Background: an optimization exercise with open tools, aiming at small area, a short achievable clock period and few clock cycles. Do not read the settings as production practice.
Only the layout flow was run in this run; the RTL was not checked for function there.

[flow/config.mk]
export PLATFORM = sky130hd
export DESIGN_NAME = CONVEX
export DESIGN_NICKNAME = CONVEX
export VERILOG_FILES = /design/flow/design.v
export SDC_FILE = /design/flow/constraint.sdc
export NUM_CORES = 4
export LEC_CHECK = 0
export CAP_MARGIN = 20
export CORE_MARGIN = 2
export CORE_UTILIZATION = 55
export CTS_CLUSTER_DIAMETER = 120
export CTS_CLUSTER_SIZE = 20
export SETUP_SLACK_MARGIN = 5
export SLEW_MARGIN = 20
[flow/constraint.sdc]
create_clock -name core_clock -period 8.5 [get_ports {CLK}]
set_input_delay 1.7000 -clock core_clock [delete_from_list [all_inputs] [get_ports {CLK}]]
set_output_delay 1.7000 -clock core_clock [all_outputs]
set_load 0.01 [all_outputs]
[flow/design.v]
module CONVEX(
input               CLK,
input               RST,
input       [4:0]   PT_XY,
output              READ_PT,
output reg  [9:0]   DROP_X,
output reg  [9:0]   DROP_Y,
output reg          DROP_V);
reg  [2:0]  rx_cnt;
reg  [19:0] rx;
reg         rx_full;
reg  [19:0] pn;
reg         pn_v;
reg  [1:0]  npts;
reg         rp_n;                           
assign      READ_PT = !rp_n;
wire        accept   = READ_PT && (rx_cnt == 3'd0 || rx_cnt == 3'd1);
wire [2:0]  rx_cnt_n = accept ? 3'd4 : (rx_cnt != 3'd0 ? rx_cnt - 3'd1 : 3'd0);
wire        rx_done  = (rx_cnt == 3'd1);
wire        pn_take;                        
reg         use_pn;
wire        use_pn_n;
wire        pn_free  = !(pn_v || use_pn) || pn_take;
wire        rx_move  = rx_full && pn_free;
wire        rx_byp   = rx_done && pn_free;
wire        rx_full_n = (rx_done && !pn_free) || (rx_full && !rx_move);
wire        pn_start;                       
wire        pn_v_n    = rx_move || rx_byp || (pn_v && !pn_take && !pn_start);
always @(posedge CLK) begin
    if (rx_cnt != 3'd0) rx <= {rx[14:0], PT_XY};
    if (rx_move)     pn <= rx;
    else if (rx_byp) pn <= {rx[14:0], PT_XY};
end
always @(posedge CLK or posedge RST) begin
    if (RST) begin
        rx_cnt  <= 3'd0;
        rx_full <= 1'b0;
        pn_v    <= 1'b0;
        use_pn  <= 1'b0;
        rp_n    <= 1'b0;
    end
    else begin
        rx_cnt  <= rx_cnt_n;
        rx_full <= rx_full_n;
        pn_v    <= pn_v_n;
        use_pn  <= use_pn_n;
        rp_n    <= !(!rx_full_n && (rx_cnt_n == 3'd0 || (rx_cnt_n == 3'd1 && !pn_v_n && !use_pn_n)));
    end
end
reg  [19:0] Q [0:11];
reg  [3:0]  cnt;
wire        pop;
reg  [19:0] D0, D1;
wire [3:0]  base = cnt - {3'd0, pop};
wire        s3_v, s3_first, s3_last, s3_vis;
wire [19:0] s3_A;
reg  [12:0] at;                             
integer k, j;
always @(*) begin
    for (k = 0; k < 13; k = k + 1) at[k] = (cnt == k);
end
reg         pend, pend_drop0, pend_ins0, pend_inside;
reg         bodd;
wire        base_odd = bodd;
wire [19:0] DE = base_odd ? D1 : D0;        
wire [19:0] DO = base_odd ? D0 : D1;        
always @(posedge CLK) begin
    for (j = 0; j < 12; j = j + 1) begin
        if (pop ? (at[j+1] || at[j]) : (at[j] || (j > 0 && at[(j > 0) ? j - 1 : 0])))
            Q[j] <= (j % 2 == 0) ? DE : DO;
        else if (pop && j < 11)
            Q[j] <= Q[(j < 11) ? j + 1 : 11];
    end
end
always @(posedge CLK or posedge RST) begin
    if (RST) begin
        cnt  <= 4'd0;
        bodd <= 1'b0;
    end
    else begin
        cnt  <= vout ? cnt_n1 : cnt_n0;
        bodd <= (vout ? cnt_n1[0] : cnt_n0[0]) ^ s1_v ^ (tri_d && !vout);
    end
end
reg         in_pass, need_last;
reg  [3:0]  tc;                             
reg  [19:0] PT, R0;
reg         r0_ok;                          
reg         fin;                            
reg  [3:0]  Hp;                             
wire        fin_set;
reg         s1_v, s2_v, s1_first, s1_last, s2_first, s2_last, s1_tri, s2_tri;
reg         tri_act;
wire        tri_d;
wire [1:0]  ip      = {1'b0, s1_v} + {1'b0, s2_v};
reg         ip_0, ip_1;
wire [19:0] A       = ip_0 ? Q[0] : ip_1 ? Q[1] : Q[2];
wire        r0_now  = s2_v && s2_first;
wire [19:0] B       = need_last ? (r0_ok ? R0 : Q[0]) : ip_0 ? Q[1] : ip_1 ? Q[2] : Q[3];
wire        avail2  = (cnt >= {2'd0, ip} + 4'd2);
wire        all_normal = fin && (tc + 4'd1 == Hp);
wire        last_is = in_pass && need_last && (r0_ok || r0_now) && !tri_act;
wire        start   = (!in_pass || last_is) && pn_v && npts == 2'd2;
wire        direct  = pn_v && npts != 2'd2;             
wire        normal  = in_pass && !need_last && !all_normal && avail2;
wire        keep_pn  = start && (s1_v || s2_v);
wire        to_pt    = (start && !keep_pn) || (use_pn && pend);
assign      use_pn_n = keep_pn || (use_pn && !pend);
assign      pn_take  = direct || to_pt;
assign      pn_start = start;
wire [19:0] P        = use_pn ? pn : PT;    
wire        issue   = normal || last_is;
assign      pop     = s2_v;                 
always @(posedge CLK) begin
    if (to_pt) PT <= pn;
end
always @(posedge CLK or posedge RST) begin
    if (RST) begin
        in_pass   <= 1'b0;
        need_last <= 1'b0;
        tc        <= 4'd0;
        npts      <= 2'd0;
        tri_act   <= 1'b0;
        fin       <= 1'b0;
    end
    else begin
        if (direct) begin
            npts <= npts + 2'd1;
            if (npts == 2'd1) begin
                fin     <= 1'b1;
                tri_act <= 1'b1;
            end
        end
        if (last_is) begin
            in_pass   <= 1'b0;
            need_last <= 1'b0;
            fin       <= 1'b0;
        end
        if (start) begin
            in_pass <= 1'b1;
            tc      <= 4'd0;
        end
        else if (normal) begin
            tc <= tc + 4'd1;
            if (fin && tc + 4'd2 == Hp) need_last <= 1'b1;
        end
        else if (in_pass && !need_last && all_normal)
            need_last <= 1'b1;
        if (fin_set) begin
            fin <= 1'b1;
        end
        if (tri_d) begin
            in_pass   <= 1'b0;
            need_last <= 1'b0;
            tri_act   <= 1'b0;
        end
    end
end
reg  [10:0] s1_aX, s1_nY;
reg  [5:0]  s1_oneY, s1_twoY, s1_negY, s1_oneX, s1_twoX, s1_negX;
reg  [5:0]  s1_oneY_n, s1_twoY_n, s1_oneX_n, s1_twoX_n;    
reg  [22:0] s2_r0, s2_r1, s2_r2;
function [17:0] booth;
    input [10:0] m;
    reg   [12:0] e;
    integer k;
    begin
        e = {m[10], m, 1'b0};
        for (k = 0; k < 6; k = k + 1) begin
            booth[k]      = e[2*k+1] ^ e[2*k];
            booth[6 + k]  = (e[2*k+2] & ~e[2*k+1] & ~e[2*k]) | (~e[2*k+2] & e[2*k+1] & e[2*k]);
            booth[12 + k] = e[2*k+2];
        end
    end
endfunction
wire [10:0] i_bX = {1'b0, B[19:10]} - {1'b0, P[19:10]};
wire [10:0] i_bY = {1'b0, B[9:0]}   - {1'b0, P[9:0]};
wire [17:0] i_encY = booth(i_bY);
wire [17:0] i_encX = booth(i_bX);
always @(posedge CLK) begin
    s1_aX <= {1'b0, A[19:10]} - {1'b0, P[19:10]};
    s1_nY <= {1'b0, P[9:0]}      - {1'b0, A[9:0]};
    {s1_negY, s1_twoY, s1_oneY} <= i_encY;
    {s1_negX, s1_twoX, s1_oneX} <= i_encX;
    {s1_twoY_n, s1_oneY_n} <= ~i_encY[11:0];
    {s1_twoX_n, s1_oneX_n} <= ~i_encX[11:0];
    s1_first <= (tc == 4'd0) && !need_last;
    s1_last  <= need_last;
    s1_tri   <= tri_act;
end
wire [22:0] cs_r0, cs_r1, cs_r2;
CXS cxs(.aX(s1_aX), .nY(s1_nY),
        .oneY(s1_oneY), .twoY(s1_twoY), .negY(s1_negY),
        .oneX(s1_oneX), .twoX(s1_twoX), .negX(s1_negX),
        .oneY_n(s1_oneY_n), .twoY_n(s1_twoY_n), .oneX_n(s1_oneX_n), .twoX_n(s1_twoX_n),
        .r0(cs_r0), .r1(cs_r1), .r2(cs_r2));
always @(posedge CLK) begin
    s2_r0 <= cs_r0;
    s2_r1 <= cs_r1;
    s2_r2 <= cs_r2;
    s2_first <= s1_first;
    s2_last  <= s1_last;
    s2_tri   <= s1_tri;
end
wire [22:0] cs_s = s2_r0 ^ s2_r1 ^ s2_r2;
wire [22:0] cs_c = {(s2_r0[21:0] & s2_r1[21:0]) | (s2_r0[21:0] & s2_r2[21:0]) | (s2_r1[21:0] & s2_r2[21:0]), 1'b0};
wire [21:0] cs_g = cs_s[21:0] & cs_c[21:0];
wire [21:0] cs_p = cs_s[21:0] | cs_c[21:0];
reg  [31:0] t_g, t_p;
integer     lv, q;
always @(*) begin
    t_g = {10'd0, cs_g};
    t_p = {{10{1'b1}}, cs_p};
    for (lv = 1; lv < 32; lv = lv * 2)
        for (q = 0; q < 32; q = q + 2 * lv) begin
            t_g[q] = t_g[q + lv] | (t_p[q + lv] & t_g[q]);
            t_p[q] = t_p[q + lv] & t_p[q];
        end
end
wire [1:0]  cs_gp = {t_g[0], t_p[0]};
wire        cs_sign = cs_s[22] ^ cs_c[22] ^ cs_gp[1];
assign      s3_v     = s2_v;
assign      s3_first = s2_first;
assign      s3_last  = s2_last;
assign      s3_vis   = cs_sign;
assign      s3_A     = Q[0];                  
always @(posedge CLK or posedge RST) begin
    if (RST) begin
        s1_v <= 1'b0;
        s2_v <= 1'b0;
        ip_0 <= 1'b1;
        ip_1 <= 1'b0;
    end
    else begin
        s1_v <= issue;
        s2_v <= s1_v;
        ip_0 <= !issue && !s1_v;
        ip_1 <= issue ^ s1_v;
    end
end
reg         prev_vis, vis0, anyvis;
reg  [3:0]  Hrun;
wire        vin   = prev_vis;
wire        vout  = s3_vis;
wire        dec   = s3_v && !s3_first;
wire        drop  = dec && vin && vout;
wire        drop0 = vout && vis0;
wire        ins0  = vis0 && !vout;
wire [3:0]  Hrun_m2 = Hrun - 4'd2;
wire [3:0]  Hrun_m1 = Hrun - 4'd1;
wire [3:0]  Hrun_p1 = Hrun + 4'd1;
assign      tri_d   = s3_v && s2_tri;
assign      fin_set = (dec && s3_last) || tri_d;
wire [3:0]  Hp_v0   = vis0 ? Hrun_p1 : Hrun;
wire [3:0]  Hp_v1   = vin ? (vis0 ? Hrun_m2 : Hrun_m1) : (vis0 ? Hrun : Hrun_p1);
wire [3:0]  Hp_h    = (direct && npts == 2'd1) ? 4'd2 : Hp;
wire [3:0]  Hp_c0   = fin_set ? (tri_d ? 4'd3 : Hp_v0) : Hp_h;
wire [3:0]  Hp_c1   = fin_set ? (tri_d ? 4'd3 : Hp_v1) : Hp_h;
wire [3:0]  Hrun_c0 = (s3_v && s3_first) ? Hp : Hrun;
wire [3:0]  Hrun_c1 = (s3_v && s3_first) ? Hp : dec ? (vin ? Hrun_m1 : Hrun_p1) : Hrun;
always @(posedge CLK or posedge RST) begin
    if (RST) Hp <= 4'd0;
    else     Hp <= vout ? Hp_c1 : Hp_c0;
end
always @(posedge CLK) begin
    Hrun <= vout ? Hrun_c1 : Hrun_c0;
end
wire [1:0]  pend_n  = pend_drop0 ? 2'd0 : pend_ins0 ? 2'd2 : 2'd1;
wire [1:0]  npush0  = direct ? 2'd1 : pend ? pend_n : dec ? 2'd1 : 2'd0;
wire [1:0]  npush1  = direct ? 2'd1 : pend ? pend_n : dec ? (vin ? 2'd0 : 2'd2) : 2'd0;
wire [3:0]  cnt_n0  = (npush0 == 2'd0) ? base : (npush0 == 2'd1) ? base + 4'd1 : base + 4'd2;
wire [3:0]  cnt_n1  = (npush1 == 2'd0) ? base : (npush1 == 2'd1) ? base + 4'd1 : base + 4'd2;
always @(*) begin
    D0 = direct ? pn : pend ? R0 : s3_A;
    D1 = PT;
end
always @(posedge CLK) begin
    if (s3_v && s3_first) begin
        R0 <= s3_A;
        vis0 <= s3_vis;
        prev_vis <= s3_vis;
        anyvis <= s3_vis;
    end
    else if (dec) begin
        prev_vis <= s3_vis;
        anyvis <= anyvis | s3_vis;
    end
    if (fin_set) begin
        pend_drop0  <= drop0 && !tri_d;
        pend_ins0   <= ins0 || tri_d;
        pend_inside <= !(anyvis || vout) && !tri_d;
    end
end
always @(posedge CLK or posedge RST) begin
    if (RST) begin
        pend  <= 1'b0;
        r0_ok <= 1'b0;
    end
    else begin
        pend  <= fin_set;
        r0_ok <= start ? 1'b0 : (s3_v && s3_first) ? 1'b1 : r0_ok;
    end
end
always @(posedge CLK) begin
    if (pend)
        {DROP_X, DROP_Y} <= pend_drop0 ? R0 : PT;
    else
        {DROP_X, DROP_Y} <= s3_A;
end
always @(posedge CLK or posedge RST) begin
    if (RST) DROP_V <= 1'b0;
    else     DROP_V <= pend ? (pend_drop0 || pend_inside) : drop;
end
endmodule
module CXS(input [10:0] aX, input [10:0] nY,
           input [5:0] oneY, input [5:0] twoY, input [5:0] negY,
           input [5:0] oneX, input [5:0] twoX, input [5:0] negX,
           input [5:0] oneY_n, input [5:0] twoY_n, input [5:0] oneX_n, input [5:0] twoX_n,
           output [22:0] r0, output [22:0] r1, output [22:0] r2);
wire pY0_0 = ((oneY[0] & aX[0]) | (twoY[0] & 1'b0)) ^ negY[0];
wire pY0_1 = ((oneY[0] & aX[1]) | (twoY[0] & aX[0])) ^ negY[0];
wire pY0_2 = ((oneY[0] & aX[2]) | (twoY[0] & aX[1])) ^ negY[0];
wire pY0_3 = ((oneY[0] & aX[3]) | (twoY[0] & aX[2])) ^ negY[0];
wire pY0_4 = ((oneY[0] & aX[4]) | (twoY[0] & aX[3])) ^ negY[0];
wire pY0_5 = ((oneY[0] & aX[5]) | (twoY[0] & aX[4])) ^ negY[0];
wire pY0_6 = ((~oneY_n[0] & aX[6]) | (~twoY_n[0] & aX[5])) ^ negY[0];
wire pY0_7 = ((~oneY_n[0] & aX[7]) | (~twoY_n[0] & aX[6])) ^ negY[0];
wire pY0_8 = ((~oneY_n[0] & aX[8]) | (~twoY_n[0] & aX[7])) ^ negY[0];
wire pY0_9 = ((~oneY_n[0] & aX[9]) | (~twoY_n[0] & aX[8])) ^ negY[0];
wire pY0_10 = ((~oneY_n[0] & aX[10]) | (~twoY_n[0] & aX[9])) ^ negY[0];
wire pY0_11 = ((~oneY_n[0] & aX[10]) | (~twoY_n[0] & aX[10])) ^ negY[0];
wire pY1_0 = ((oneY[1] & aX[0]) | (twoY[1] & 1'b0)) ^ negY[1];
wire pY1_1 = ((oneY[1] & aX[1]) | (twoY[1] & aX[0])) ^ negY[1];
wire pY1_2 = ((oneY[1] & aX[2]) | (twoY[1] & aX[1])) ^ negY[1];
wire pY1_3 = ((oneY[1] & aX[3]) | (twoY[1] & aX[2])) ^ negY[1];
wire pY1_4 = ((oneY[1] & aX[4]) | (twoY[1] & aX[3])) ^ negY[1];
wire pY1_5 = ((oneY[1] & aX[5]) | (twoY[1] & aX[4])) ^ negY[1];
wire pY1_6 = ((~oneY_n[1] & aX[6]) | (~twoY_n[1] & aX[5])) ^ negY[1];
wire pY1_7 = ((~oneY_n[1] & aX[7]) | (~twoY_n[1] & aX[6])) ^ negY[1];
wire pY1_8 = ((~oneY_n[1] & aX[8]) | (~twoY_n[1] & aX[7])) ^ negY[1];
wire pY1_9 = ((~oneY_n[1] & aX[9]) | (~twoY_n[1] & aX[8])) ^ negY[1];
wire pY1_10 = ((~oneY_n[1] & aX[10]) | (~twoY_n[1] & aX[9])) ^ negY[1];
wire pY1_11 = ((~oneY_n[1] & aX[10]) | (~twoY_n[1] & aX[10])) ^ negY[1];
wire pY2_0 = ((oneY[2] & aX[0]) | (twoY[2] & 1'b0)) ^ negY[2];
wire pY2_1 = ((oneY[2] & aX[1]) | (twoY[2] & aX[0])) ^ negY[2];
wire pY2_2 = ((oneY[2] & aX[2]) | (twoY[2] & aX[1])) ^ negY[2];
wire pY2_3 = ((oneY[2] & aX[3]) | (twoY[2] & aX[2])) ^ negY[2];
wire pY2_4 = ((oneY[2] & aX[4]) | (twoY[2] & aX[3])) ^ negY[2];
wire pY2_5 = ((oneY[2] & aX[5]) | (twoY[2] & aX[4])) ^ negY[2];
wire pY2_6 = ((~oneY_n[2] & aX[6]) | (~twoY_n[2] & aX[5])) ^ negY[2];
wire pY2_7 = ((~oneY_n[2] & aX[7]) | (~twoY_n[2] & aX[6])) ^ negY[2];
wire pY2_8 = ((~oneY_n[2] & aX[8]) | (~twoY_n[2] & aX[7])) ^ negY[2];
wire pY2_9 = ((~oneY_n[2] & aX[9]) | (~twoY_n[2] & aX[8])) ^ negY[2];
wire pY2_10 = ((~oneY_n[2] & aX[10]) | (~twoY_n[2] & aX[9])) ^ negY[2];
wire pY2_11 = ((~oneY_n[2] & aX[10]) | (~twoY_n[2] & aX[10])) ^ negY[2];
wire pY3_0 = ((oneY[3] & aX[0]) | (twoY[3] & 1'b0)) ^ negY[3];
wire pY3_1 = ((oneY[3] & aX[1]) | (twoY[3] & aX[0])) ^ negY[3];
wire pY3_2 = ((oneY[3] & aX[2]) | (twoY[3] & aX[1])) ^ negY[3];
wire pY3_3 = ((oneY[3] & aX[3]) | (twoY[3] & aX[2])) ^ negY[3];
wire pY3_4 = ((oneY[3] & aX[4]) | (twoY[3] & aX[3])) ^ negY[3];
wire pY3_5 = ((oneY[3] & aX[5]) | (twoY[3] & aX[4])) ^ negY[3];
wire pY3_6 = ((~oneY_n[3] & aX[6]) | (~twoY_n[3] & aX[5])) ^ negY[3];
wire pY3_7 = ((~oneY_n[3] & aX[7]) | (~twoY_n[3] & aX[6])) ^ negY[3];
wire pY3_8 = ((~oneY_n[3] & aX[8]) | (~twoY_n[3] & aX[7])) ^ negY[3];
wire pY3_9 = ((~oneY_n[3] & aX[9]) | (~twoY_n[3] & aX[8])) ^ negY[3];
wire pY3_10 = ((~oneY_n[3] & aX[10]) | (~twoY_n[3] & aX[9])) ^ negY[3];
wire pY3_11 = ((~oneY_n[3] & aX[10]) | (~twoY_n[3] & aX[10])) ^ negY[3];
wire pY4_0 = ((oneY[4] & aX[0]) | (twoY[4] & 1'b0)) ^ negY[4];
wire pY4_1 = ((oneY[4] & aX[1]) | (twoY[4] & aX[0])) ^ negY[4];
wire pY4_2 = ((oneY[4] & aX[2]) | (twoY[4] & aX[1])) ^ negY[4];
wire pY4_3 = ((oneY[4] & aX[3]) | (twoY[4] & aX[2])) ^ negY[4];
wire pY4_4 = ((oneY[4] & aX[4]) | (twoY[4] & aX[3])) ^ negY[4];
wire pY4_5 = ((oneY[4] & aX[5]) | (twoY[4] & aX[4])) ^ negY[4];
wire pY4_6 = ((~oneY_n[4] & aX[6]) | (~twoY_n[4] & aX[5])) ^ negY[4];
wire pY4_7 = ((~oneY_n[4] & aX[7]) | (~twoY_n[4] & aX[6])) ^ negY[4];
wire pY4_8 = ((~oneY_n[4] & aX[8]) | (~twoY_n[4] & aX[7])) ^ negY[4];
wire pY4_9 = ((~oneY_n[4] & aX[9]) | (~twoY_n[4] & aX[8])) ^ negY[4];
wire pY4_10 = ((~oneY_n[4] & aX[10]) | (~twoY_n[4] & aX[9])) ^ negY[4];
wire pY4_11 = ((~oneY_n[4] & aX[10]) | (~twoY_n[4] & aX[10])) ^ negY[4];
wire pY5_0 = ((oneY[5] & aX[0]) | (twoY[5] & 1'b0)) ^ negY[5];
wire pY5_1 = ((oneY[5] & aX[1]) | (twoY[5] & aX[0])) ^ negY[5];
wire pY5_2 = ((oneY[5] & aX[2]) | (twoY[5] & aX[1])) ^ negY[5];
wire pY5_3 = ((oneY[5] & aX[3]) | (twoY[5] & aX[2])) ^ negY[5];
wire pY5_4 = ((oneY[5] & aX[4]) | (twoY[5] & aX[3])) ^ negY[5];
wire pY5_5 = ((oneY[5] & aX[5]) | (twoY[5] & aX[4])) ^ negY[5];
wire pY5_6 = ((~oneY_n[5] & aX[6]) | (~twoY_n[5] & aX[5])) ^ negY[5];
wire pY5_7 = ((~oneY_n[5] & aX[7]) | (~twoY_n[5] & aX[6])) ^ negY[5];
wire pY5_8 = ((~oneY_n[5] & aX[8]) | (~twoY_n[5] & aX[7])) ^ negY[5];
wire pY5_9 = ((~oneY_n[5] & aX[9]) | (~twoY_n[5] & aX[8])) ^ negY[5];
wire pY5_10 = ((~oneY_n[5] & aX[10]) | (~twoY_n[5] & aX[9])) ^ negY[5];
wire pY5_11 = ((~oneY_n[5] & aX[10]) | (~twoY_n[5] & aX[10])) ^ negY[5];
wire pX0_0 = ((oneX[0] & nY[0]) | (twoX[0] & 1'b0)) ^ negX[0];
wire pX0_1 = ((oneX[0] & nY[1]) | (twoX[0] & nY[0])) ^ negX[0];
wire pX0_2 = ((oneX[0] & nY[2]) | (twoX[0] & nY[1])) ^ negX[0];
wire pX0_3 = ((oneX[0] & nY[3]) | (twoX[0] & nY[2])) ^ negX[0];
wire pX0_4 = ((oneX[0] & nY[4]) | (twoX[0] & nY[3])) ^ negX[0];
wire pX0_5 = ((oneX[0] & nY[5]) | (twoX[0] & nY[4])) ^ negX[0];
wire pX0_6 = ((~oneX_n[0] & nY[6]) | (~twoX_n[0] & nY[5])) ^ negX[0];
wire pX0_7 = ((~oneX_n[0] & nY[7]) | (~twoX_n[0] & nY[6])) ^ negX[0];
wire pX0_8 = ((~oneX_n[0] & nY[8]) | (~twoX_n[0] & nY[7])) ^ negX[0];
wire pX0_9 = ((~oneX_n[0] & nY[9]) | (~twoX_n[0] & nY[8])) ^ negX[0];
wire pX0_10 = ((~oneX_n[0] & nY[10]) | (~twoX_n[0] & nY[9])) ^ negX[0];
wire pX0_11 = ((~oneX_n[0] & nY[10]) | (~twoX_n[0] & nY[10])) ^ negX[0];
wire pX1_0 = ((oneX[1] & nY[0]) | (twoX[1] & 1'b0)) ^ negX[1];
wire pX1_1 = ((oneX[1] & nY[1]) | (twoX[1] & nY[0])) ^ negX[1];
wire pX1_2 = ((oneX[1] & nY[2]) | (twoX[1] & nY[1])) ^ negX[1];
wire pX1_3 = ((oneX[1] & nY[3]) | (twoX[1] & nY[2])) ^ negX[1];
wire pX1_4 = ((oneX[1] & nY[4]) | (twoX[1] & nY[3])) ^ negX[1];
wire pX1_5 = ((oneX[1] & nY[5]) | (twoX[1] & nY[4])) ^ negX[1];
wire pX1_6 = ((~oneX_n[1] & nY[6]) | (~twoX_n[1] & nY[5])) ^ negX[1];
wire pX1_7 = ((~oneX_n[1] & nY[7]) | (~twoX_n[1] & nY[6])) ^ negX[1];
wire pX1_8 = ((~oneX_n[1] & nY[8]) | (~twoX_n[1] & nY[7])) ^ negX[1];
wire pX1_9 = ((~oneX_n[1] & nY[9]) | (~twoX_n[1] & nY[8])) ^ negX[1];
wire pX1_10 = ((~oneX_n[1] & nY[10]) | (~twoX_n[1] & nY[9])) ^ negX[1];
wire pX1_11 = ((~oneX_n[1] & nY[10]) | (~twoX_n[1] & nY[10])) ^ negX[1];
wire pX2_0 = ((oneX[2] & nY[0]) | (twoX[2] & 1'b0)) ^ negX[2];
wire pX2_1 = ((oneX[2] & nY[1]) | (twoX[2] & nY[0])) ^ negX[2];
wire pX2_2 = ((oneX[2] & nY[2]) | (twoX[2] & nY[1])) ^ negX[2];
wire pX2_3 = ((oneX[2] & nY[3]) | (twoX[2] & nY[2])) ^ negX[2];
wire pX2_4 = ((oneX[2] & nY[4]) | (twoX[2] & nY[3])) ^ negX[2];
wire pX2_5 = ((oneX[2] & nY[5]) | (twoX[2] & nY[4])) ^ negX[2];
wire pX2_6 = ((~oneX_n[2] & nY[6]) | (~twoX_n[2] & nY[5])) ^ negX[2];
wire pX2_7 = ((~oneX_n[2] & nY[7]) | (~twoX_n[2] & nY[6])) ^ negX[2];
wire pX2_8 = ((~oneX_n[2] & nY[8]) | (~twoX_n[2] & nY[7])) ^ negX[2];
wire pX2_9 = ((~oneX_n[2] & nY[9]) | (~twoX_n[2] & nY[8])) ^ negX[2];
wire pX2_10 = ((~oneX_n[2] & nY[10]) | (~twoX_n[2] & nY[9])) ^ negX[2];
wire pX2_11 = ((~oneX_n[2] & nY[10]) | (~twoX_n[2] & nY[10])) ^ negX[2];
wire pX3_0 = ((oneX[3] & nY[0]) | (twoX[3] & 1'b0)) ^ negX[3];
wire pX3_1 = ((oneX[3] & nY[1]) | (twoX[3] & nY[0])) ^ negX[3];
wire pX3_2 = ((oneX[3] & nY[2]) | (twoX[3] & nY[1])) ^ negX[3];
wire pX3_3 = ((oneX[3] & nY[3]) | (twoX[3] & nY[2])) ^ negX[3];
wire pX3_4 = ((oneX[3] & nY[4]) | (twoX[3] & nY[3])) ^ negX[3];
wire pX3_5 = ((oneX[3] & nY[5]) | (twoX[3] & nY[4])) ^ negX[3];
wire pX3_6 = ((~oneX_n[3] & nY[6]) | (~twoX_n[3] & nY[5])) ^ negX[3];
wire pX3_7 = ((~oneX_n[3] & nY[7]) | (~twoX_n[3] & nY[6])) ^ negX[3];
wire pX3_8 = ((~oneX_n[3] & nY[8]) | (~twoX_n[3] & nY[7])) ^ negX[3];
wire pX3_9 = ((~oneX_n[3] & nY[9]) | (~twoX_n[3] & nY[8])) ^ negX[3];
wire pX3_10 = ((~oneX_n[3] & nY[10]) | (~twoX_n[3] & nY[9])) ^ negX[3];
wire pX3_11 = ((~oneX_n[3] & nY[10]) | (~twoX_n[3] & nY[10])) ^ negX[3];
wire pX4_0 = ((oneX[4] & nY[0]) | (twoX[4] & 1'b0)) ^ negX[4];
wire pX4_1 = ((oneX[4] & nY[1]) | (twoX[4] & nY[0])) ^ negX[4];
wire pX4_2 = ((oneX[4] & nY[2]) | (twoX[4] & nY[1])) ^ negX[4];
wire pX4_3 = ((oneX[4] & nY[3]) | (twoX[4] & nY[2])) ^ negX[4];
wire pX4_4 = ((oneX[4] & nY[4]) | (twoX[4] & nY[3])) ^ negX[4];
wire pX4_5 = ((oneX[4] & nY[5]) | (twoX[4] & nY[4])) ^ negX[4];
wire pX4_6 = ((~oneX_n[4] & nY[6]) | (~twoX_n[4] & nY[5])) ^ negX[4];
wire pX4_7 = ((~oneX_n[4] & nY[7]) | (~twoX_n[4] & nY[6])) ^ negX[4];
wire pX4_8 = ((~oneX_n[4] & nY[8]) | (~twoX_n[4] & nY[7])) ^ negX[4];
wire pX4_9 = ((~oneX_n[4] & nY[9]) | (~twoX_n[4] & nY[8])) ^ negX[4];
wire pX4_10 = ((~oneX_n[4] & nY[10]) | (~twoX_n[4] & nY[9])) ^ negX[4];
wire pX4_11 = ((~oneX_n[4] & nY[10]) | (~twoX_n[4] & nY[10])) ^ negX[4];
wire pX5_0 = ((oneX[5] & nY[0]) | (twoX[5] & 1'b0)) ^ negX[5];
wire pX5_1 = ((oneX[5] & nY[1]) | (twoX[5] & nY[0])) ^ negX[5];
wire pX5_2 = ((oneX[5] & nY[2]) | (twoX[5] & nY[1])) ^ negX[5];
wire pX5_3 = ((oneX[5] & nY[3]) | (twoX[5] & nY[2])) ^ negX[5];
wire pX5_4 = ((oneX[5] & nY[4]) | (twoX[5] & nY[3])) ^ negX[5];
wire pX5_5 = ((oneX[5] & nY[5]) | (twoX[5] & nY[4])) ^ negX[5];
wire pX5_6 = ((~oneX_n[5] & nY[6]) | (~twoX_n[5] & nY[5])) ^ negX[5];
wire pX5_7 = ((~oneX_n[5] & nY[7]) | (~twoX_n[5] & nY[6])) ^ negX[5];
wire pX5_8 = ((~oneX_n[5] & nY[8]) | (~twoX_n[5] & nY[7])) ^ negX[5];
wire pX5_9 = ((~oneX_n[5] & nY[9]) | (~twoX_n[5] & nY[8])) ^ negX[5];
wire pX5_10 = ((~oneX_n[5] & nY[10]) | (~twoX_n[5] & nY[9])) ^ negX[5];
wire pX5_11 = ((~oneX_n[5] & nY[10]) | (~twoX_n[5] & nY[10])) ^ negX[5];
wire neg5s = negY[5] ^ negX[5];
wire neg5c = negY[5] & negX[5];
wire w1 = pY0_6 ^ pY1_4;
wire w2 = pY0_6 & pY1_4;
wire w3 = pY0_8 ^ pY1_6 ^ pY2_4;
wire w4 = (pY0_8 & pY1_6) | (pY0_8 & pY2_4) | (pY1_6 & pY2_4);
wire w5 = pY3_2 ^ pY4_0;
wire w6 = pY3_2 & pY4_0;
wire w7 = pY0_9 ^ pY1_7 ^ pY2_5;
wire w8 = (pY0_9 & pY1_7) | (pY0_9 & pY2_5) | (pY1_7 & pY2_5);
wire w9 = pY3_3 ^ pY4_1;
wire w10 = pY3_3 & pY4_1;
wire w11 = pY0_10 ^ pY1_8 ^ pY2_6;
wire w12 = (pY0_10 & pY1_8) | (pY0_10 & pY2_6) | (pY1_8 & pY2_6);
wire w13 = pY3_4 ^ pY4_2 ^ pY5_0;
wire w14 = (pY3_4 & pY4_2) | (pY3_4 & pY5_0) | (pY4_2 & pY5_0);
wire w15 = pX0_10 ^ pX1_8 ^ pX2_6;
wire w16 = (pX0_10 & pX1_8) | (pX0_10 & pX2_6) | (pX1_8 & pX2_6);
wire w17 = ~pY0_11 ^ pY1_9 ^ pY2_7;
wire w18 = (~pY0_11 & pY1_9) | (~pY0_11 & pY2_7) | (pY1_9 & pY2_7);
wire w19 = pY3_5 ^ pY4_3 ^ pY5_1;
wire w20 = (pY3_5 & pY4_3) | (pY3_5 & pY5_1) | (pY4_3 & pY5_1);
wire w21 = ~pX0_11 ^ pX1_9 ^ pX2_7;
wire w22 = (~pX0_11 & pX1_9) | (~pX0_11 & pX2_7) | (pX1_9 & pX2_7);
wire w23 = pX3_5 ^ pX4_3;
wire w24 = pX3_5 & pX4_3;
wire w25 = pY1_10 ^ pY2_8 ^ pY3_6;
wire w26 = (pY1_10 & pY2_8) | (pY1_10 & pY3_6) | (pY2_8 & pY3_6);
wire w27 = pY4_4 ^ pY5_2 ^ pX1_10;
wire w28 = (pY4_4 & pY5_2) | (pY4_4 & pX1_10) | (pY5_2 & pX1_10);
wire w29 = pX2_8 ^ pX3_6 ^ pX4_4;
wire w30 = (pX2_8 & pX3_6) | (pX2_8 & pX4_4) | (pX3_6 & pX4_4);
wire w31 = ~pY1_11 ^ pY2_9 ^ pY3_7;
wire w32 = (~pY1_11 & pY2_9) | (~pY1_11 & pY3_7) | (pY2_9 & pY3_7);
wire w33 = pY4_5 ^ pY5_3 ^ ~pX1_11;
wire w34 = (pY4_5 & pY5_3) | (pY4_5 & ~pX1_11) | (pY5_3 & ~pX1_11);
wire w35 = pX2_9 ^ pX3_7;
wire w36 = pX2_9 & pX3_7;
wire w37 = pY2_10 ^ pY3_8 ^ pY4_6;
wire w38 = (pY2_10 & pY3_8) | (pY2_10 & pY4_6) | (pY3_8 & pY4_6);
wire w39 = ~pY2_11 ^ pY3_9;
wire w40 = ~pY2_11 & pY3_9;
wire w41 = pY0_4 ^ pY1_2 ^ pY2_0;
wire w42 = (pY0_4 & pY1_2) | (pY0_4 & pY2_0) | (pY1_2 & pY2_0);
wire w43 = pY0_5 ^ pY1_3;
wire w44 = pY0_5 & pY1_3;
wire w45 = w1 ^ pY2_2 ^ pY3_0;
wire w46 = (w1 & pY2_2) | (w1 & pY3_0) | (pY2_2 & pY3_0);
wire w47 = negY[3] ^ pX0_6 ^ pX1_4;
wire w48 = (negY[3] & pX0_6) | (negY[3] & pX1_4) | (pX0_6 & pX1_4);
wire w49 = pY0_7 ^ pY1_5 ^ pY2_3;
wire w50 = (pY0_7 & pY1_5) | (pY0_7 & pY2_3) | (pY1_5 & pY2_3);
wire w51 = pY3_1 ^ pX0_7 ^ pX1_5;
wire w52 = (pY3_1 & pX0_7) | (pY3_1 & pX1_5) | (pX0_7 & pX1_5);
wire w53 = pX2_3 ^ pX3_1;
wire w54 = pX2_3 & pX3_1;
wire w55 = w3 ^ w5 ^ negY[4];
wire w56 = (w3 & w5) | (w3 & negY[4]) | (w5 & negY[4]);
wire w57 = pX0_8 ^ pX1_6 ^ pX2_4;
wire w58 = (pX0_8 & pX1_6) | (pX0_8 & pX2_4) | (pX1_6 & pX2_4);
wire w59 = pX3_2 ^ pX4_0 ^ negX[4];
wire w60 = (pX3_2 & pX4_0) | (pX3_2 & negX[4]) | (pX4_0 & negX[4]);
wire w61 = w7 ^ w9 ^ pX0_9;
wire w62 = (w7 & w9) | (w7 & pX0_9) | (w9 & pX0_9);
wire w63 = pX1_7 ^ pX2_5 ^ pX3_3;
wire w64 = (pX1_7 & pX2_5) | (pX1_7 & pX3_3) | (pX2_5 & pX3_3);
wire w65 = pX4_1 ^ w4 ^ w6;
wire w66 = (pX4_1 & w4) | (pX4_1 & w6) | (w4 & w6);
wire w67 = w11 ^ w13 ^ w15;
wire w68 = (w11 & w13) | (w11 & w15) | (w13 & w15);
wire w69 = pX3_4 ^ pX4_2 ^ pX5_0;
wire w70 = (pX3_4 & pX4_2) | (pX3_4 & pX5_0) | (pX4_2 & pX5_0);
wire w71 = neg5s ^ w8 ^ w10;
wire w72 = (neg5s & w8) | (neg5s & w10) | (w8 & w10);
wire w73 = w17 ^ w19 ^ w21;
wire w74 = (w17 & w19) | (w17 & w21) | (w19 & w21);
wire w75 = w23 ^ pX5_1 ^ neg5c;
wire w76 = (w23 & pX5_1) | (w23 & neg5c) | (pX5_1 & neg5c);
wire w77 = w12 ^ w14 ^ w16;
wire w78 = (w12 & w14) | (w12 & w16) | (w14 & w16);
wire w79 = w25 ^ w27 ^ w29;
wire w80 = (w25 & w27) | (w25 & w29) | (w27 & w29);
wire w81 = pX5_2 ^ 1'b1 ^ w18;
wire w82 = (pX5_2 & 1'b1) | (pX5_2 & w18) | (1'b1 & w18);
wire w83 = w20 ^ w22 ^ w24;
wire w84 = (w20 & w22) | (w20 & w24) | (w22 & w24);
wire w85 = w31 ^ w33 ^ w35;
wire w86 = (w31 & w33) | (w31 & w35) | (w33 & w35);
wire w87 = pX4_5 ^ pX5_3 ^ 1'b1;
wire w88 = (pX4_5 & pX5_3) | (pX4_5 & 1'b1) | (pX5_3 & 1'b1);
wire w89 = w26 ^ w28 ^ w30;
wire w90 = (w26 & w28) | (w26 & w30) | (w28 & w30);
wire w91 = w37 ^ pY5_4 ^ pX2_10;
wire w92 = (w37 & pY5_4) | (w37 & pX2_10) | (pY5_4 & pX2_10);
wire w93 = pX3_8 ^ pX4_6 ^ pX5_4;
wire w94 = (pX3_8 & pX4_6) | (pX3_8 & pX5_4) | (pX4_6 & pX5_4);
wire w95 = w32 ^ w34 ^ w36;
wire w96 = (w32 & w34) | (w32 & w36) | (w34 & w36);
wire w97 = w39 ^ pY4_7 ^ pY5_5;
wire w98 = (w39 & pY4_7) | (w39 & pY5_5) | (pY4_7 & pY5_5);
wire w99 = ~pX2_11 ^ pX3_9 ^ pX4_7;
wire w100 = (~pX2_11 & pX3_9) | (~pX2_11 & pX4_7) | (pX3_9 & pX4_7);
wire w101 = pX5_5 ^ 1'b1 ^ w38;
wire w102 = (pX5_5 & 1'b1) | (pX5_5 & w38) | (1'b1 & w38);
wire w103 = pY3_10 ^ pY4_8 ^ pY5_6;
wire w104 = (pY3_10 & pY4_8) | (pY3_10 & pY5_6) | (pY4_8 & pY5_6);
wire w105 = pX3_10 ^ pX4_8 ^ pX5_6;
wire w106 = (pX3_10 & pX4_8) | (pX3_10 & pX5_6) | (pX4_8 & pX5_6);
wire w107 = ~pY3_11 ^ pY4_9 ^ pY5_7;
wire w108 = (~pY3_11 & pY4_9) | (~pY3_11 & pY5_7) | (pY4_9 & pY5_7);
wire w109 = ~pX3_11 ^ pX4_9;
wire w110 = ~pX3_11 & pX4_9;
wire w111 = pY0_2 ^ pY1_0 ^ negY[1];
wire w112 = (pY0_2 & pY1_0) | (pY0_2 & negY[1]) | (pY1_0 & negY[1]);
wire w113 = pY0_3 ^ pY1_1;
wire w114 = pY0_3 & pY1_1;
wire w115 = w41 ^ negY[2] ^ pX0_4;
wire w116 = (w41 & negY[2]) | (w41 & pX0_4) | (negY[2] & pX0_4);
wire w117 = pX1_2 ^ pX2_0;
wire w118 = pX1_2 & pX2_0;
wire w119 = w43 ^ pY2_1 ^ pX0_5;
wire w120 = (w43 & pY2_1) | (w43 & pX0_5) | (pY2_1 & pX0_5);
wire w121 = pX1_3 ^ pX2_1 ^ w42;
wire w122 = (pX1_3 & pX2_1) | (pX1_3 & w42) | (pX2_1 & w42);
wire w123 = w45 ^ w47 ^ pX2_2;
wire w124 = (w45 & w47) | (w45 & pX2_2) | (w47 & pX2_2);
wire w125 = pX3_0 ^ negX[3] ^ w44;
wire w126 = (pX3_0 & negX[3]) | (pX3_0 & w44) | (negX[3] & w44);
wire w127 = w49 ^ w51 ^ w53;
wire w128 = (w49 & w51) | (w49 & w53) | (w51 & w53);
wire w129 = w2 ^ w46 ^ w48;
wire w130 = (w2 & w46) | (w2 & w48) | (w46 & w48);
wire w131 = w55 ^ w57 ^ w59;
wire w132 = (w55 & w57) | (w55 & w59) | (w57 & w59);
wire w133 = w50 ^ w52 ^ w54;
wire w134 = (w50 & w52) | (w50 & w54) | (w52 & w54);
wire w135 = w61 ^ w63 ^ w65;
wire w136 = (w61 & w63) | (w61 & w65) | (w63 & w65);
wire w137 = w56 ^ w58 ^ w60;
wire w138 = (w56 & w58) | (w56 & w60) | (w58 & w60);
wire w139 = w67 ^ w69 ^ w71;
wire w140 = (w67 & w69) | (w67 & w71) | (w69 & w71);
wire w141 = w62 ^ w64 ^ w66;
wire w142 = (w62 & w64) | (w62 & w66) | (w64 & w66);
wire w143 = w73 ^ w75 ^ w77;
wire w144 = (w73 & w75) | (w73 & w77) | (w75 & w77);
wire w145 = w68 ^ w70 ^ w72;
wire w146 = (w68 & w70) | (w68 & w72) | (w70 & w72);
wire w147 = w79 ^ w81 ^ w83;
wire w148 = (w79 & w81) | (w79 & w83) | (w81 & w83);
wire w149 = w74 ^ w76 ^ w78;
wire w150 = (w74 & w76) | (w74 & w78) | (w76 & w78);
wire w151 = w85 ^ w87 ^ w89;
wire w152 = (w85 & w87) | (w85 & w89) | (w87 & w89);
wire w153 = w80 ^ w82 ^ w84;
wire w154 = (w80 & w82) | (w80 & w84) | (w82 & w84);
wire w155 = w91 ^ w93 ^ w95;
wire w156 = (w91 & w93) | (w91 & w95) | (w93 & w95);
wire w157 = w86 ^ w88 ^ w90;
wire w158 = (w86 & w88) | (w86 & w90) | (w88 & w90);
wire w159 = w97 ^ w99 ^ w101;
wire w160 = (w97 & w99) | (w97 & w101) | (w99 & w101);
wire w161 = w92 ^ w94 ^ w96;
wire w162 = (w92 & w94) | (w92 & w96) | (w94 & w96);
wire w163 = w103 ^ w105 ^ w40;
wire w164 = (w103 & w105) | (w103 & w40) | (w105 & w40);
wire w165 = w98 ^ w100 ^ w102;
wire w166 = (w98 & w100) | (w98 & w102) | (w100 & w102);
wire w167 = w107 ^ w109 ^ pX5_7;
wire w168 = (w107 & w109) | (w107 & pX5_7) | (w109 & pX5_7);
wire w169 = 1'b1 ^ w104 ^ w106;
wire w170 = (1'b1 & w104) | (1'b1 & w106) | (w104 & w106);
wire w171 = pY4_10 ^ pY5_8 ^ pX4_10;
wire w172 = (pY4_10 & pY5_8) | (pY4_10 & pX4_10) | (pY5_8 & pX4_10);
wire w173 = pX5_8 ^ w108 ^ w110;
wire w174 = (pX5_8 & w108) | (pX5_8 & w110) | (w108 & w110);
wire w175 = ~pY4_11 ^ pY5_9 ^ ~pX4_11;
wire w176 = (~pY4_11 & pY5_9) | (~pY4_11 & ~pX4_11) | (pY5_9 & ~pX4_11);
wire w177 = pX5_9 ^ 1'b1;
wire w178 = pX5_9 & 1'b1;
wire w179 = pY0_0 ^ negY[0];
wire w180 = pY0_0 & negY[0];
wire w181 = w111 ^ pX0_2;
wire w182 = w111 & pX0_2;
wire w183 = w113 ^ pX0_3 ^ pX1_1;
wire w184 = (w113 & pX0_3) | (w113 & pX1_1) | (pX0_3 & pX1_1);
wire w185 = w115 ^ w117 ^ negX[2];
wire w186 = (w115 & w117) | (w115 & negX[2]) | (w117 & negX[2]);
wire w187 = w119 ^ w121 ^ w116;
wire w188 = (w119 & w121) | (w119 & w116) | (w121 & w116);
wire w189 = w123 ^ w125 ^ w120;
wire w190 = (w123 & w125) | (w123 & w120) | (w125 & w120);
wire w191 = w127 ^ w129 ^ w124;
wire w192 = (w127 & w129) | (w127 & w124) | (w129 & w124);
wire w193 = w131 ^ w133 ^ w128;
wire w194 = (w131 & w133) | (w131 & w128) | (w133 & w128);
wire w195 = w135 ^ w137 ^ w132;
wire w196 = (w135 & w137) | (w135 & w132) | (w137 & w132);
wire w197 = w139 ^ w141 ^ w136;
wire w198 = (w139 & w141) | (w139 & w136) | (w141 & w136);
wire w199 = w143 ^ w145 ^ w140;
wire w200 = (w143 & w145) | (w143 & w140) | (w145 & w140);
wire w201 = w147 ^ w149 ^ w144;
wire w202 = (w147 & w149) | (w147 & w144) | (w149 & w144);
wire w203 = w151 ^ w153 ^ w148;
wire w204 = (w151 & w153) | (w151 & w148) | (w153 & w148);
wire w205 = w155 ^ w157 ^ w152;
wire w206 = (w155 & w157) | (w155 & w152) | (w157 & w152);
wire w207 = w159 ^ w161 ^ w156;
wire w208 = (w159 & w161) | (w159 & w156) | (w161 & w156);
wire w209 = w163 ^ w165 ^ w160;
wire w210 = (w163 & w165) | (w163 & w160) | (w165 & w160);
wire w211 = w167 ^ w169 ^ w164;
wire w212 = (w167 & w169) | (w167 & w164) | (w169 & w164);
wire w213 = w171 ^ w173 ^ w168;
wire w214 = (w171 & w173) | (w171 & w168) | (w173 & w168);
wire w215 = w175 ^ w177 ^ w172;
wire w216 = (w175 & w177) | (w175 & w172) | (w177 & w172);
wire w217 = pY5_10 ^ pX5_10 ^ w176;
wire w218 = (pY5_10 & pX5_10) | (pY5_10 & w176) | (pX5_10 & w176);
wire w219 = ~pY5_11 ^ ~pX5_11;
wire w220 = ~pY5_11 & ~pX5_11;
assign r0 = {w220, w219, w217, w215, w213, w211, w209, w207, w205, w203, w201, w199, w197, w195, w193, w191, w189, w187, w185, w183, w181, pY0_1, w179};
assign r1 = {1'b0, 1'b1, w178, w174, w170, w166, w162, w158, w154, w150, w146, w142, w138, w134, w130, w126, w122, w118, w114, w112, pX1_0, pX0_1, pX0_0};
assign r2 = {1'b0, w218, w216, w214, w212, w210, w208, w206, w204, w202, w200, w198, w196, w194, w192, w190, w188, w186, w184, w182, negX[1], w180, negX[0]};
endmodule
[flow/run.sh]
#!/bin/bash
# synth_recipe.tcl (not shown) runs the flow's synth.tcl, then flattens the netlist and writes it again
# the make line also repeats each setting of config.mk as NAME=value (left out here)
make -C /OpenROAD-flow-scripts/flow DESIGN_CONFIG=/design/flow/config.mk WORK_HOME=/design/flow/orfs CLKGATE_MAP_FILE= SYNTH_SCRIPT=/design/flow/synth_recipe.tcl finish
==> results.sh <==
export IMPL_core_area_um2=51300
export IMPL_root_buffer="clkbuf_16"
export IMPL_max_cap_violations=0
export IMPL_synth_top_cell_by_area="edfxtp_1"
export IMPL_post_dp_cell_area_um2=29400
export IMPL_crit_fanout=7
export IMPL_cts_htree_levels=1
export IMPL_fmax_mhz=296
export IMPL_wirelength_um=68100
export IMPL_track_usage_pct=25.4
export IMPL_worst_slew_pin_transition_ns=1.05
export IMPL_cts_tree="yes"
export IMPL_path_clk_slew_ns=0.09
export IMPL_cp_start_kind="register"
export IMPL_dp_cells=3281
export IMPL_fin_tns_setup_ns=0
export IMPL_status="finished clean"
export IMPL_synthDistinctLibCells=63
export IMPL_ant_nets=0
export IMPL_ys_warn_count=2
export IMPL_place_gp_congestion=0.913
export IMPL_dr_pass1_iters=7
export IMPL_timing_slew_headroom_pct=29.5
export IMPL_place_hpwl_um=50400
export IMPL_synth_top_area_share_pct=34.7
export IMPL_hp_class="register to register"
export IMPL_grt_pass1_vias=18400
export IMPL_antenna_cells=0
export IMPL_clock_latency_ns=0.62
export IMPL_synthTopCellsByArea="edfxtp_1, dfxtp_1, fa_1, mux2i_1, a21oi_1"
export IMPL_drv_slew=0
export IMPL_synth_edf_count=330
export IMPL_hold_path_cell_count=0
export IMPL_synthArstFlopShare_pct=6.19
export IMPL_final_cell_mix="edfxtp_1, inv_1, nor2_1"
export IMPL_cts_hold_buf=0
export IMPL_pin_count=29
export IMPL_fin_crit_ns=3.37
export IMPL_clk_path_buf_depth=3
export IMPL_overflow=0
export IMPL_antenna_found_initial=0
export IMPL_finalSetupViolCount=0
export IMPL_clock_skew_ns=0.0254
export IMPL_worst_setup_path_end_kind="register"
export IMPL_drt_first_iter_violations=1498
export IMPL_wl_per_cell_um=20.3
export IMPL_rows=83
export IMPL_cts_sinks=533
export IMPL_nets=2851
export IMPL_cts_buffers=30
export IMPL_layout_commonest_cell="edfxtp_1"
export IMPL_required_ns=9.05
export IMPL_r2r_cells=9
export IMPL_ys_seq_elements=533
export IMPL_syn_cell_area_um2=28500
export IMPL_vias_per_cell=5.64
export IMPL_path_class="register to register"
export IMPL_die_area_um2=53700
export IMPL_drive_gt1_share_pct=5.80
export IMPL_placement_io_buffers=28
export IMPL_fillers=4375
export IMPL_synth_nets=2878
export IMPL_grt_max_degree=68
export IMPL_start_util_pct=55.6
export IMPL_syn_to_final_growth_pct=7.49
export IMPL_fin_cells=3352
export IMPL_avgSynthCellArea_um2=10.7
export IMPL_die_h_um=232
export IMPL_period_share_pct=39.7
export IMPL_stdcell_area_um2=30700
export IMPL_rsz0062_at_grt="true"
export IMPL_ys_seq_area_share_pct=49.6
export IMPL_grt_first_pass_wirelength_um=106000
export IMPL_vias=18900
export IMPL_worstPathArrival_ns=3.92
export IMPL_ys_flop_type="edfxtp_1"
export IMPL_drc_errors=0
export IMPL_finalHoldViolations=0
export IMPL_chipWidth_um=232
export IMPL_reg2reg_setup_slack_ns=5.13
export IMPL_netlist_instances=2677
[timing repair]
action	4_1_cts	5_1_grt
endpoints found under the setup margin	25	31
gates cloned	2	3
pin swaps	0	3
gates resized for setup	12	25
buffers inserted	1	10
[routing by layer]
| metal | GRT usage (%) | share of wire, % |
|---|---|---|
| met3 | 2.38 | 4.4 |
| met4 | 5.43 | 2.1 |
| met2 | 43.1 | 48 |
| met5 | 0 | 0 |
| met1 | 35.7 | 45 |
[final cells by class]
class	instances	area [um2]	area share [%]
Clock buffer	53	858	2.80
Inverter	250	955	3.11
Sequential cell	533	14200	46.2
Timing Repair inverter	1	5.00	0.0163
Tap cell	680	851	2.77
Multi-Input combinational cell	1765	13100	42.7
Clock inverter	1	8.76	0.0286
Timing Repair Buffer	69	737	2.40
[worst paths after layout]
check	startpoint	end
max	s1_nY[10]$_DFF_P_	s2_r0[12]$_DFF_P_
min	s1_last$_DFF_P_	s2_last$_DFF_P_
max reg2reg	s1_nY[10]$_DFF_P_	s2_r0[12]$_DFF_P_
min reg2reg	s1_last$_DFF_P_	s2_last$_DFF_P_
max in group asynchronous	RST	s2_v$_DFF_PP0_
min in group asynchronous	RST	rp_n$_DFF_PP0_
[sequential cells by signal (all words and copies together), names as in the netlist, 20 cells and up]
register / flops
R0: 20
s2_r1: 21
pn: 20
rx: 20
s2_r2: 22
Q: 240
PT: 20
s2_r0: 23
[synthesized netlist by cell type (4+ instances only)]
cell      number
edfxtp_1     330
inv_1        244
nor2_1       240
nand2_1      231
a21oi_1      221
dfxtp_1      170
mux2i_1      167
o21ai_0      162
xnor2_1      124
fa_1         112
clkbuf_1     104
xor2_1        85
ha_1          82
o22ai_1       56
a22oi_1       53
dfrtp_1       32
mux2_2        28
nand2b_1      24
buf_1         22
a211oi_1      19
a21o_1        18
nand3_1       16
nor2b_1       14
nor3_1        14
o21a_1        13
a31oi_1        9
and2_1         6
clkinv_1       6
nor3b_1        6
o21ai_1        6
and3_1         5
o21bai_1       5
o31ai_1        4
[cells by family after synthesis]
group | after synthesis | share of synthesized area, %
AO/OA/AOI/OAI | 590 | 12.1
AND/OR/NAND/NOR | 576 | 8.47
adder cells (fa/ha/maj) | 195 | 11.5
buffers and inverters | 379 | 5.03
XOR/XNOR | 209 | 6.42
flip-flops | 533 | 49.6
multiplexers | 195 | 6.97
[metrics by stage]
stage               utilization (%)  hold WS (ns)  setup slack [ns]
floorplan                         -         0.310              5.04
finish                         59.8         0.325              5.13
CTS                            59.3         0.335              4.93
global placement               57.3         0.313              4.66
detailed placement             57.4         0.314              4.58
global route                   59.8         0.344              4.94
[worst max-delay path, cell delays in order, from the launching register on]
cell     delay (ns)
dfxtp_1        0.55
inv_1          0.23
o22ai_1        0.24
xor2_1         0.12
fa_1           0.51
inv_1          0.05
fa_1           0.50
inv_1          0.06
fa_1           0.50
fa_1           0.54

separate check: timing with driven ports:
The results above use ideal ports. As a check the final layout listed here was re-extracted and re-timed, cells and wires unchanged.
Step 1 (the two cells are an assumption about what drives the block):
set clk [get_ports {CLK}]
set_driving_cell -lib_cell sky130_fd_sc_hd__clkbuf_16 $clk
set_driving_cell -lib_cell sky130_fd_sc_hd__buf_2 [delete_from_list [all_inputs] $clk]
Step 2, shift: input delay + t, output delay - t, t = (earliest + latest rising clock arrival at the registers) / 2. This alone moves slack from input paths to output paths.
Slacks: no drivers / after step 1 / after step 2; pairs: no drivers / after step 1.
t, ns: 0.663
setup WS [ns]: 5.126 / 5.117 / 5.126
worst hold slack (ns): 0.325 / 0.325 / 0.325
worst setup path after step 2: register to register
cell pins on the clock port's net: 1
After both steps setup and hold are still met in this run. For this run, drivers alone change the setup slack by -0.009 ns; drivers and shift together by 0.000 ns.
